What follows belongs to an exercise in optimizing a design on an open flow for small area and a short achievable clock period; a production flow would make more cautious choices. RTL that was checked went through simulation tests only; none was proved equivalent to the original. Power is estimated from default activity; no workload was simulated.

==> 12-20 <==
==> flow/design.v (excerpt) <==
module chip_top
  ( input          clk_i
  , input          reset_i
  , input          v_i
  , input  [31:0]  a_i
  , input  [31:0]  b_i
  , output         v_o
  , output [63:0]  c_o
  );
export LEC_CHECK = 0
export CAP_MARGIN = 20
export CORE_MARGIN = 2
export CORE_UTILIZATION = 65
export PLACE_DENSITY = 0.7
export SETUP_SLACK_MARGIN = 5.0
export SLEW_MARGIN = 20
create_clock -name core_clock -period 7.5 [get_ports {clk_i}]
standard.sh (not shown) runs the stock make flow with config.mk's settings and CLKGATE_MAP_FILE= SYNTH_SCRIPT=/design/flow/synth_recipe.tcl, a recipe that flattens the netlist after the stock synthesis.
==> flow/flow/run.sh <==
#!/bin/bash
# Layout flow: the standard ORFS flow, with a cleaner synthesis netlist.
#  2. the same synthesis again with one change: Yosys's pre-mapping 'abc -fast'
#     (in synth's fine step) is skipped (-noabc) except on the final adder,
#     so extract_fa maps the RTL's full adders without the inverters abc's
#     restructuring leaves between them.  Everything else (ORFS synth.tcl,
#     synth_recipe.tcl, -nofsm -noshare, flatten, renames, final abc
#     mapping) is unchanged.
#  3. flow/polfix.py removes inverters left between self-dual cells.
#  4. the netlist is used only if its registers (names and cell types) are
#     exactly the standard synthesis's; otherwise the standard one is used.
#  5. bash standard.sh finish for the rest of the layout.
# Each tool's output goes to a log file of its own in this folder.
set -u
R=orfs/results/${FLOW_PLATFORM}/chip_top/base
bash standard.sh synth > 1_synth_standard.log 2>&1 || exit 1
cp $R/1_2_yosys.v $R/1_2_yosys_standard.v

# step 2: same make command as standard.sh, own WORK_HOME and synthesis script
# own synthesis script: synth_recipe.tcl with its first line (the synth
# wrapper) replaced; flow/synth_wrap.tcl adds -noabc to synth's fine step
# and runs 'abc -fast' only on the final adder (the logic between the
# carry-save registers fx_r/fy_r and prod_n), which maps better that way.
{ cat flow/synth_wrap.tcl; tail -n +2 synth_recipe.tcl; } > synth_recipe_noabc.tcl
MK=$(grep -m1 '^make ' standard.sh | sed -e "s#SYNTH_SCRIPT=[^ ]*#SYNTH_SCRIPT=$PWD/synth_recipe_noabc.tcl#" -e "s#WORK_HOME=[^ ]*#WORK_HOME=$PWD/orfs_noabc#" -e 's#"${@:-finish}"#synth#')
echo "$MK" > 1_synth_noabc.cmd
ok=0
if bash -c "$MK" > 1_synth_noabc.log 2>&1; then
  N=orfs_noabc/results/${FLOW_PLATFORM}/chip_top/base/1_2_yosys.v
  if python3 flow/polfix.py $N $R/1_2_yosys_fixed.v > polfix.log 2>&1; then
    python3 - $R/1_2_yosys_standard.v $R/1_2_yosys_fixed.v > regcheck.log 2>&1 <<'PY' && ok=1
import re, sys
def regs(f):
    t = open(f).read()
    return sorted(re.findall(r'\n  (sky130_fd_sc_hd__(?:dfxtp|dfrtp|dfstp|dfbbp|dfrbp|dfxbp|edfxtp|sdf\w*|dl\w*)_\d+)\s+(\S+)', t))
a, b = regs(sys.argv[1]), regs(sys.argv[2])
print('registers: standard %d, new %d' % (len(a), len(b)))
sys.exit(0 if a == b and a else 1)
PY
  fi
fi
if [ $ok = 1 ]; then
  echo "using the -noabc netlist" >> regcheck.log
  cp $R/1_2_yosys_fixed.v $R/1_2_yosys.v
  rm -f $R/1_synth.odb $R/1_synth.sdc
else
  echo "using the standard netlist" >> regcheck.log
fi
bash standard.sh finish > 2_finish.log 2>&1
Other scripts of this flow, unchanged in this note and not shown: flow/flow/polfix.py, flow/flow/synth_wrap.tcl
==> 09-06: changes against 12-20 <==
--- a/flow/config.mk
+++ b/flow/config.mk
@@ -9,5 +9,4 @@
 export CORE_MARGIN = 2
-export CORE_UTILIZATION = 65
-export PLACE_DENSITY = 0.7
-export SETUP_SLACK_MARGIN = 5.0
+export CORE_UTILIZATION = 40
+export SETUP_SLACK_MARGIN = 4.8
 export SLEW_MARGIN = 20
==> comparison table <==
quantity	09-06	12-20
Run status	timing/DRC/antenna clean	timing/DRC/antenna clean
Power in combinational cells	12.1 mW	13.6 mW
Layout Utilization	45.7%	73.2%
Critical Path Start	onen10	fx_r[5]
Area delta synth->final	13.0%	11.6%
Half-perimeter wire length after placement	69.5 mm	66.2 mm
Initial core utilization	40.5%	65.6%
Count of plain and timing-repair buffers	174	177
N_taps	1155	696
Total buffers and inverters traversed by the critical path	0	3
Clock latency on the worst-skew pair	0.63 ns	0.65 ns
Switching share of power	43.9%	45.0%
Total vias in the final route	25400	26800
Worst R2R Setup Slack	4.76 ns	4.90 ns
Setup bufs post-CTS	6	15
Slowest stage cell on the critical path	dfxtp_2	a221o_2
Routability Congestion	0.871	0.940
Largest driver fanout on the critical path	32	3
Met2 layer usage reported by global route	36.5%	59.2%
Max Fclk	365 MHz	384 MHz
Number of placement rows	108	85
Power per standard cell area	533 mW/mm^2	568 mW/mm^2
# diodes	0	2


==> inputs of v33 <==
Another version of the RTL of chip_top (not shown whole).
==> flow/config.mk <==
export PLATFORM = sky130hd
export DESIGN_NAME = chip_top
export DESIGN_NICKNAME = chip_top
export VERILOG_FILES = /design/flow/design.v
export SDC_FILE = /design/flow/constraint.sdc
export NUM_CORES = 4
export LEC_CHECK = 0
export CAP_MARGIN = 20
export CORE_MARGIN = 2
export CORE_UTILIZATION = 40
export SETUP_SLACK_MARGIN = 5.0
export SLEW_MARGIN = 20
==> flow/constraint.sdc <==
create_clock -name core_clock -period 7.5 [get_ports {clk_i}]
set_input_delay 1.5000 -clock core_clock [delete_from_list [all_inputs] [get_ports {clk_i}]]
set_output_delay 1.5000 -clock core_clock [all_outputs]
set_load 0.01 [all_outputs]
==> flow/flow/run.sh <==
#!/bin/bash
# Layout flow: the standard ORFS flow, with a cleaner synthesis netlist.
#  2. the same synthesis again with one change: Yosys's pre-mapping 'abc -fast'
#     (in synth's fine step) is skipped (-noabc), so extract_fa maps the
#     RTL's full adders without the inverters abc's restructuring leaves
#     between them.  Everything else (ORFS synth.tcl, synth_recipe.tcl,
#     -nofsm -noshare, flatten, renames, final abc mapping) is unchanged.
#  3. flow/polfix.py removes inverters left between self-dual cells.
#  4. the netlist is used only if its registers (names and cell types) are
#     exactly the standard synthesis's; otherwise the standard one is used.
#  5. bash standard.sh finish for the rest of the layout.
# Each tool's output goes to a log file of its own in this folder.
set -u
R=orfs/results/${FLOW_PLATFORM}/chip_top/base
bash standard.sh synth > 1_synth_standard.log 2>&1 || exit 1
cp $R/1_2_yosys.v $R/1_2_yosys_standard.v

# step 2: same make command as standard.sh, own WORK_HOME and synthesis script
sed '1s/yosys synth -nofsm -noshare /yosys synth -nofsm -noshare -noabc /' synth_recipe.tcl > synth_recipe_noabc.tcl
MK=$(grep -m1 '^make ' standard.sh | sed -e "s#SYNTH_SCRIPT=[^ ]*#SYNTH_SCRIPT=$PWD/synth_recipe_noabc.tcl#" -e "s#WORK_HOME=[^ ]*#WORK_HOME=$PWD/orfs_noabc#" -e 's#"${@:-finish}"#synth#')
echo "$MK" > 1_synth_noabc.cmd
ok=0
if bash -c "$MK" > 1_synth_noabc.log 2>&1; then
  N=orfs_noabc/results/${FLOW_PLATFORM}/chip_top/base/1_2_yosys.v
  if python3 flow/polfix.py $N $R/1_2_yosys_fixed.v > polfix.log 2>&1; then
    python3 - $R/1_2_yosys_standard.v $R/1_2_yosys_fixed.v > regcheck.log 2>&1 <<'PY' && ok=1
import re, sys
def regs(f):
    t = open(f).read()
    return sorted(re.findall(r'\n  (sky130_fd_sc_hd__(?:dfxtp|dfrtp|dfstp|dfbbp|dfrbp|dfxbp|edfxtp|sdf\w*|dl\w*)_\d+)\s+(\S+)', t))
a, b = regs(sys.argv[1]), regs(sys.argv[2])
print('registers: standard %d, new %d' % (len(a), len(b)))
sys.exit(0 if a == b and a else 1)
PY
  fi
fi
if [ $ok = 1 ]; then
  echo "using the -noabc netlist" >> regcheck.log
  cp $R/1_2_yosys_fixed.v $R/1_2_yosys.v
  rm -f $R/1_synth.odb $R/1_synth.sdc
else
  echo "using the standard netlist" >> regcheck.log
fi
bash standard.sh finish > 2_finish.log 2>&1
Other scripts of this flow, unchanged in this note and not shown: flow/flow/polfix.py
==> v39 (differences from v33) <==
Settings changed: SETUP_SLACK_MARGIN 5.0 to 4.8.
==> flow_summary.yaml <==
status:
  status: "timing/DRC/antenna clean"
timing:
  tightest_slew_ns: 0.934
  fin_crit_sh_pct: 39.0
  fmax_ghz: 0.342
  slew_headroom_pct: 37.7
  fin_ws_ns: 4.58
setup_path:
  startpoint: "fy_r[5]"
  crit_chain: "ha_4, a21oi_4, o221a_4, inv_6, buf_6, o221ai_4, nand3_4, buf_12, a21oi_4, buf_4, nand2_2, fa_2, xor2_1"
global_route:
  use_met1_pct: 33.7
cells_and_area:
  fillCellCount: 7693
routing:
  drtIter0Drc: 3154
min_path:
  min_from: "r1_1499"
The numbers above come from v33.

==> flow_summary.yaml <==
pwr:
  pg_comb_mw: 10.8
cells_and_area:
  fillCellCount: 7786
timing:
  fin_crit_sh_pct: 38.4
  fmax_ghz: 0.347
  fin_ws_ns: 4.62
  slew_headroom_pct: 27.3
setup_path:
  startpoint: "fx_r[5]"
  crit_chain: "ha_4, a21oi_4, o221a_4, inv_6, o2111ai_4, a21oi_4, buf_12, a311oi_4, buf_6, o211ai_1, fa_2, xnor2_2, xnor2_1"
min_path:
  min_from: "r1_1497"
global_route:
  use_met1_pct: 33.1
status:
  status: "timing/DRC/antenna clean"
routing:
  drtIter0Drc: 2691
The numbers above come from v39.

No run of this note included a check of the RTL's function; only the layout flow was run.


==> run a: inputs <==
chip_top with an RTL version that a note above also has.
// chip_top
module chip_top
  ( input          clk_i
  , input          reset_i
  , input          v_i
  , input  [31:0]  a_i
  , input  [31:0]  b_i
  , output         v_o
  , output [63:0]  c_o
  );
export LEC_CHECK = 0
export CAP_MARGIN = 20
export CORE_MARGIN = 2
export CORE_UTILIZATION = 70
export PLACE_DENSITY = 0.78
export SETUP_SLACK_MARGIN = 5.0
export SLEW_MARGIN = 20
create_clock -name core_clock -period 7.5 [get_ports {clk_i}]
==> flow/flow/run.sh <==
#!/bin/bash
# Layout flow: the standard ORFS flow, with a cleaner synthesis netlist.
#  2. the same synthesis again with one change: Yosys's pre-mapping 'abc -fast'
#     (in synth's fine step) is skipped (-noabc) except on the final adder,
#     so extract_fa maps the RTL's full adders without the inverters abc's
#     restructuring leaves between them.  Everything else (ORFS synth.tcl,
#     synth_recipe.tcl, -nofsm -noshare, flatten, renames, final abc
#     mapping) is unchanged.
#  3. flow/polfix.py removes inverters left between self-dual cells.
#  4. the netlist is used only if its registers (names and cell types) are
#     exactly the standard synthesis's; otherwise the standard one is used.
#  5. bash standard.sh finish for the rest of the layout.
# Each tool's output goes to a log file of its own in this folder.
set -u
R=orfs/results/${FLOW_PLATFORM}/chip_top/base
bash standard.sh synth > 1_synth_standard.log 2>&1 || exit 1
cp $R/1_2_yosys.v $R/1_2_yosys_standard.v

# step 2: same make command as standard.sh, own WORK_HOME and synthesis script
# own synthesis script: synth_recipe.tcl with its first line (the synth
# wrapper) replaced; flow/synth_wrap.tcl adds -noabc to synth's fine step
# and runs 'abc -fast' only on the final adder (the logic between the
# carry-save registers fx_r/fy_r and prod_n), which maps better that way.
{ cat flow/synth_wrap.tcl; tail -n +2 synth_recipe.tcl; } > synth_recipe_noabc.tcl
MK=$(grep -m1 '^make ' standard.sh | sed -e "s#SYNTH_SCRIPT=[^ ]*#SYNTH_SCRIPT=$PWD/synth_recipe_noabc.tcl#" -e "s#WORK_HOME=[^ ]*#WORK_HOME=$PWD/orfs_noabc#" -e 's#"${@:-finish}"#synth#')
echo "$MK" > 1_synth_noabc.cmd
ok=0
if bash -c "$MK" > 1_synth_noabc.log 2>&1; then
  N=orfs_noabc/results/${FLOW_PLATFORM}/chip_top/base/1_2_yosys.v
  if python3 flow/polfix.py $N $R/1_2_yosys_fixed.v > polfix.log 2>&1; then
    python3 - $R/1_2_yosys_standard.v $R/1_2_yosys_fixed.v > regcheck.log 2>&1 <<'PY' && ok=1
import re, sys
def regs(f):
    t = open(f).read()
    return sorted(re.findall(r'\n  (sky130_fd_sc_hd__(?:dfxtp|dfrtp|dfstp|dfbbp|dfrbp|dfxbp|edfxtp|sdf\w*|dl\w*)_\d+)\s+(\S+)', t))
a, b = regs(sys.argv[1]), regs(sys.argv[2])
print('registers: standard %d, new %d' % (len(a), len(b)))
sys.exit(0 if a == b and a else 1)
PY
  fi
fi
if [ $ok = 1 ]; then
  echo "using the -noabc netlist" >> regcheck.log
  cp $R/1_2_yosys_fixed.v $R/1_2_yosys.v
  rm -f $R/1_synth.odb $R/1_synth.sdc
else
  echo "using the standard netlist" >> regcheck.log
fi
bash standard.sh finish > 2_finish.log 2>&1
Other scripts of this flow, unchanged in this note and not shown: flow/flow/polfix.py, flow/flow/synth_wrap.tcl
==> run b (differences from run a) <==
Settings changed: CORE_UTILIZATION 70 to 60, PLACE_DENSITY 0.78 to not set.
==> run c (differences from run a) <==
Settings changed: CORE_UTILIZATION 70 to 60, CTS_BUF_LIST set to sky130_fd_sc_hd__clkbuf_8, PLACE_DENSITY 0.78 to not set.
==> run d (differences from run a) <==
Settings changed: CORE_UTILIZATION 70 to 40, CTS_CLUSTER_DIAMETER set to 60, CTS_CLUSTER_SIZE set to 24, PLACE_DENSITY 0.78 to not set.
==> qor summary <==
| metric | run d | run b | run a | run c |
|---|---|---|---|---|
| Top fanout value on the critical path | 3 | 1 | 4 | 1 |
| Power Total | 21.7 mW | 22.8 mW | 22.5 mW | 22.3 mW |
| Buf+Inv Stages, Crit Path | 0 | 1 | 0 | 1 |
| Fraction of power consumed by sequential logic | 0.262 | 0.250 | 0.255 | 0.253 |
| # diodes | 1 | 1 | 1 | 3 |
| Global Route met2 Usage | 0.368 | 0.580 | 0.658 | 0.576 |
| Final weighted congestion in routability-driven placement | 0.870 | 0.887 | 0.904 | 0.887 |
| Launch point of the worst hold path | r1_1499$_DFF_P_ | r1_1501$_DFF_P_ | r1_1498$_DFF_P_ | r1_1197$_DFF_P_ |
| Multi-input combinational cell area | 0.0227 mm² | 0.0227 mm² | 0.0226 mm² | 0.0226 mm² |
| Time the final worst path needs with I/O delays and setup | 2.68 ns | 2.55 ns | 2.60 ns | 2.67 ns |
| Net switching fraction of the power | 0.452 | 0.444 | 0.448 | 0.450 |
| Uppermost layer routed | met4 | met5 | met5 | met5 |
| Outcome | timing/DRC/antenna clean | timing/DRC/antenna clean | timing/DRC/antenna clean | timing/DRC/antenna clean |
| Routed length on met2 | 48400 µm | 50600 µm | 49200 µm | 50400 µm |
| Number of well taps | 1155 | 765 | 672 | 765 |

[static timing again, ports no longer ideal]
The flow's constraints put no driver on any port. The routed layouts listed below were extracted and timed again, unchanged, in two steps.
Step 1 sets driving cells, clkbuf_16 on the clock port and buf_2 on the other inputs (assumed; they add their load-dependent delay and slew).
Step 2, shift: input delay + t, output delay - t, t = (earliest + latest rising clock arrival at the registers) / 2. This alone moves slack from input paths to output paths.
a / b / c = ideal ports / drivers / drivers and shift; a / b = the first two.
run	shift t [ns]	setup slack, ns	hold slack, ns	cell pins on the clock port's net
12-20	0.702	4.895 / 4.846 / 4.853	0.327 / 0.327 / 0.327	1
09-06	0.677	4.761 / 4.761 / 4.761	0.309 / 0.309 / 0.309	1
v33	0.672	4.577 / 4.577 / 4.577	0.327 / 0.327 / 0.327	1
v39	0.702	4.620 / 4.620 / 4.620	0.327 / 0.327 / 0.327	1
run a	0.705	4.898 / 4.840 / 4.898	0.327 / 0.327 / 0.327	1
run b	0.686	4.947 / 4.882 / 4.882	0.325 / 0.325 / 0.325	1
run c	0.783	4.831 / 4.768 / 4.890	0.307 / 0.307 / 0.307	1
run d	0.717	4.823 / 4.801 / 4.823	0.333 / 0.333 / 0.333	1
After both steps every run listed still meets setup and hold. For run b, which loses most, drivers alone change the setup slack by -0.065 ns; drivers and shift together by -0.065 ns.
